What follows belongs to an exercise in optimizing a design on an open flow for small area, a short achievable clock period and few clock cycles per item; a production flow would make more cautious choices.

## R
==> flow/design.v (excerpt) <==
module angle_frame(
	input clk,
	input rst,
	input start,
	input [11:0] x,
	input [11:0] y,
	output [55:0] frame,
	output frame_valid
    );
	reg        busy;
	reg        valid;
	reg  [20:0] dig;
	reg  [7:0]  crc_hi;          
	wire [31:0] z;
	wire [20:0] dig_next;
	wire [7:0]  crc_hi_next, crc_lo, crc_0;
	wire        done;
	atang Arctg_alg(.clk(clk), .load(start), .x(x), .y(y), .z(z), .done(done));
	conv_dec_ascii Conversie(.d_in(z[31:15]), .digits(dig_next));
	CRC crc_a(.digits({dig_next[20:4], 4'd0}), .crc(crc_hi_next));
	CRC crc_b(.digits({17'd0, dig[3:0]}), .crc(crc_lo));
	CRC crc_c(.digits(21'd0), .crc(crc_0));
	wire last = done;
	always @(posedge clk) begin
		dig <= dig_next;
		crc_hi <= crc_hi_next;
		if (rst) begin
			busy  <= 1'b0;
			valid <= 1'b0;
		end else begin
			busy  <= start | (busy & ~last);
			valid <= busy & last;
		end
	end
	assign frame = {7'b0011000, dig[20], 4'h3, dig[19:16], 4'h3, dig[15:12],
	                4'h3, dig[11:8], 4'h3, dig[7:4], 4'h3, dig[3:0],
	                crc_hi ^ crc_lo ^ crc_0};
	assign frame_valid = valid;
endmodule
Settings: LEC_CHECK=0, CAP_MARGIN=20, CORE_MARGIN=2, CORE_UTILIZATION=40, CTS_BUF_LIST=sky130_fd_sc_hd__clkbuf_16, CTS_CLUSTER_DIAMETER=80, CTS_CLUSTER_SIZE=24, SETUP_SLACK_MARGIN=4.6, SLEW_MARGIN=20, SYNTH_MEMORY_MAX_BITS=65536; clock period 8.0 ns.
standard.sh (not shown) runs the stock make flow with config.mk's settings and CLKGATE_MAP_FILE= SYNTH_SCRIPT=/design/flow/synth_recipe.tcl, a recipe that flattens the netlist after the stock synthesis.
==> flow/flow/run.sh <==
#!/bin/bash
# Layout flow: the standard synthesis, then the combinational logic
# (everything but the flip-flops, which keep their names and cells) is
# re-mapped by ABC with an area-recovering script; then the standard
# layout from the netlist, with sky130_fd_sc_hd__buf_2 port buffers.
# Every tool's output goes to a log file in this folder.
set -euo pipefail
bash standard.sh synth > flow_synth.log 2>&1
R=orfs/results/sky130hd/angle_frame/base
cp $R/1_2_yosys.v $R/1_2_yosys_standard.v
LIB=$FLOW_HOME/platforms/sky130hd/lib/sky130_fd_sc_hd__tt_025C_1v80.lib
sed -e "s#@IN@#$R/1_2_yosys_standard.v#" -e "s#@OUT@#$R/1_2_yosys.v#" \
    -e "s#@LIB@#$LIB#g" -e "s#@ABC@#flow/resynth.abc#" flow/resynth.ys > resynth.ys
yosys -l yosys_resynth.log -q resynth.ys > /dev/null 2>&1
bash standard.sh BUFFER_PORTS_ARGS="-buffer_cell sky130_fd_sc_hd__buf_2" finish > flow_finish.log 2>&1
Other scripts of this flow, unchanged in this note and not shown: flow/flow/resynth.abc, flow/flow/resynth.ys
## Diff of input files: S against R
--- a/flow/design.v
+++ b/flow/design.v
@@ -8,49 +8,27 @@
     );
 	reg  [32:0] xr;              
 	reg  [34:0] rr;              
 	reg  [31:0] zr;
 	reg  [31:1] t;               
 	reg  [16:0] oh;              
 	reg         dn;              
 	wire d = rr[34];             
 	wire dx = ~dn;
-	wire [29:17] ohh = t[30:18] & ~t[29:17];
-	wire [29:0] a = ({30{oh[0]}} & 30'h35214E63) |
-	                ({30{oh[1]}} & 30'h1C128E80) |
-	                ({30{oh[2]}} & 30'h0E400224) |
-	                ({30{oh[3]}} & 30'h0727154C) |
-	                ({30{oh[4]}} & 30'h03946F29) |
-	                ({30{oh[5]}} & 30'h01CA5435) |
-	                ({30{oh[6]}} & 30'h00E52D8D) |
-	                ({30{oh[7]}} & 30'h007296C6) |
-	                ({30{oh[8]}} & 30'h00394B63) |
-	                ({30{oh[9]}} & 30'h001CA5B1) |
-	                ({30{oh[10]}} & 30'h000E52D8) |
-	                ({30{oh[11]}} & 30'h0007296C) |
-	                ({30{oh[12]}} & 30'h000394B6) |
-	                ({30{oh[13]}} & 30'h0001CA5B) |
-	                ({30{oh[14]}} & 30'h0000E52D) |
-	                ({30{oh[15]}} & 30'h00007296) |
-	                ({30{oh[16]}} & 30'h0000394B) |
-	                ({30{ohh[17]}} & 30'h00001CA5) |
-	                ({30{ohh[18]}} & 30'h00000E52) |
-	                ({30{ohh[19]}} & 30'h00000729) |
-	                ({30{ohh[20]}} & 30'h00000394) |
-	                ({30{ohh[21]}} & 30'h000001CA) |
-	                ({30{ohh[22]}} & 30'h000000E5) |
-	                ({30{ohh[23]}} & 30'h00000072) |
-	                ({30{ohh[24]}} & 30'h00000039) |
-	                ({30{ohh[25]}} & 30'h0000001C) |
-	                ({30{ohh[26]}} & 30'h0000000E) |
-	                ({30{ohh[27]}} & 30'h00000007) |
-	                ({30{ohh[28]}} & 30'h00000003) |
-	                ({30{ohh[29]}} & 30'h00000001);
+	reg  [29:0] a;
+	wire [29:0] anext = ({30{oh[0]}} & 30'h1C128E80) |
+	                    ({30{oh[1]}} & 30'h0E400224) |
+	                    ({30{oh[2]}} & 30'h0727154C) |
+	                    ({30{oh[3]}} & 30'h03946F29) |
+	                    ({30{oh[4]}} & 30'h01CA5435) |
+	                    ({30{oh[5]}} & 30'h00E52D8D) |
+	                    ({30{oh[6]}} & 30'h007296C6) |
+	                    ({30{~t[7]}} & {1'b0, a[29:1]});
 	wire [32:0] xmask;
 	assign xmask[0] = 1'b0;
 	assign xmask[1] = t[1];
 	assign xmask[2] = t[2];
 	assign xmask[3] = t[3];
 	assign xmask[4] = t[4];
 	assign xmask[5] = t[5];
 	assign xmask[6] = t[6];
 	assign xmask[7] = t[7];
@@ -119,31 +97,35 @@
 	add35 radd(.a({rr[33:0], 1'b0}), .b({2'b00, xm} ^ {35{~d}}), .ci(~d), .s(rnext));
 	add33 xadd(.a(xr), .b(ysh ^ {33{dx}}), .ci(dx), .s(xnext));
 	add32 zadd(.a(zr), .b({2'b00, a} ^ {32{dx}}), .ci(dx), .s(znext));
 	wire [12:0] xy_sum, xy_dif;
 	add13 sadd(.a({1'b0, x}), .b({1'b0, y}), .ci(1'b0), .s(xy_sum));
 	add13 dadd(.a({1'b0, y}), .b(~{1'b0, x}), .ci(1'b1), .s(xy_dif));
 	always @(posedge clk) begin
 		t <= load ? 31'h7fffffff : {t[30:1], 1'b0};
 		oh <= load ? 17'd1 : {oh[15:0], 1'b0};
+		a <= load ? 30'h35214E63 : anext;
 		dn <= load ? ~xy_dif[12] : ~rnext[34];
 		if (load) begin
 			xr <= {1'b0, xy_sum, 19'b0};
 			rr <= {{3{xy_dif[12]}}, xy_dif, 19'b0};
 			zr <= 32'h5A000000;
 		end else begin
 			xr <= xnext;
 			rr <= rnext;
 			zr <= znext;
 		end
 	end
 	wire [14:0] zl = zr[14:0] ^ {15{dn}};
-	assign done = ~|a[29:14] & (zl >= {a[13:0], 1'b0});
+	wire far2 = ~|a[29:14] & (zl >= {a[13:0], 1'b0});
+	wire far1 = ~|a[29:15] & (zl >= a[14:0]);
+	wire flip = rnext[34] ^ d;
+	assign done = far2 | (flip & far1);
 	assign z = zr;
 endmodule
 module add35(input [34:0] a, input [34:0] b, input ci, output [34:0] s);
 	wire [34:0] p0 = a ^ b;
 	wire [34:0] g0 = a & b;
 	wire gc0 = g0[0] | (p0[0] & ci);
 	wire gn1 = g0[1] | (p0[1] & gc0);
 	wire gn2 = g0[3] | (p0[3] & g0[2]);
 	wire pn2 = p0[3] & p0[2];
### Flow results
Total length of routed met2 wires for S: 17% up relative to R. Worst endpoint data arrival time (lower): R. In S, the number of non-filler instances in the completed layout came out about 4.5% above the value in R. Compared with R, in S wire length moved up; remaining global-route overflow level.
No functional check of the RTL was part of any run of this note.

-- what the ideal ports hide --
In the flow no input, the clock included, has a driving cell. The finished layouts below were timed again as built, in two steps.
Step 1, drivers: a clkbuf_16 drives clk and a buf_2 each remaining input, both assumed.
Step 2 times the ports against the registers' clock, not the clock port: input delays grow and output delays shrink by t, the midpoint of the rising clock arrivals with the driver on.
Three values: ideal ports, drivers, drivers and shift; two values: the first two.
run | t, ns | slack for setup (ns) | worst data-port slew with drivers (ns)
R | 0.514 | 4.732 / 4.737 / 4.237 | 0.04
S | 0.589 | 4.653 / 4.658 / 4.069 | 0.06
After both steps every run listed still meets setup and hold. For S, which loses most, drivers alone change the setup slack by +0.005 ns; drivers and shift together by -0.584 ns.
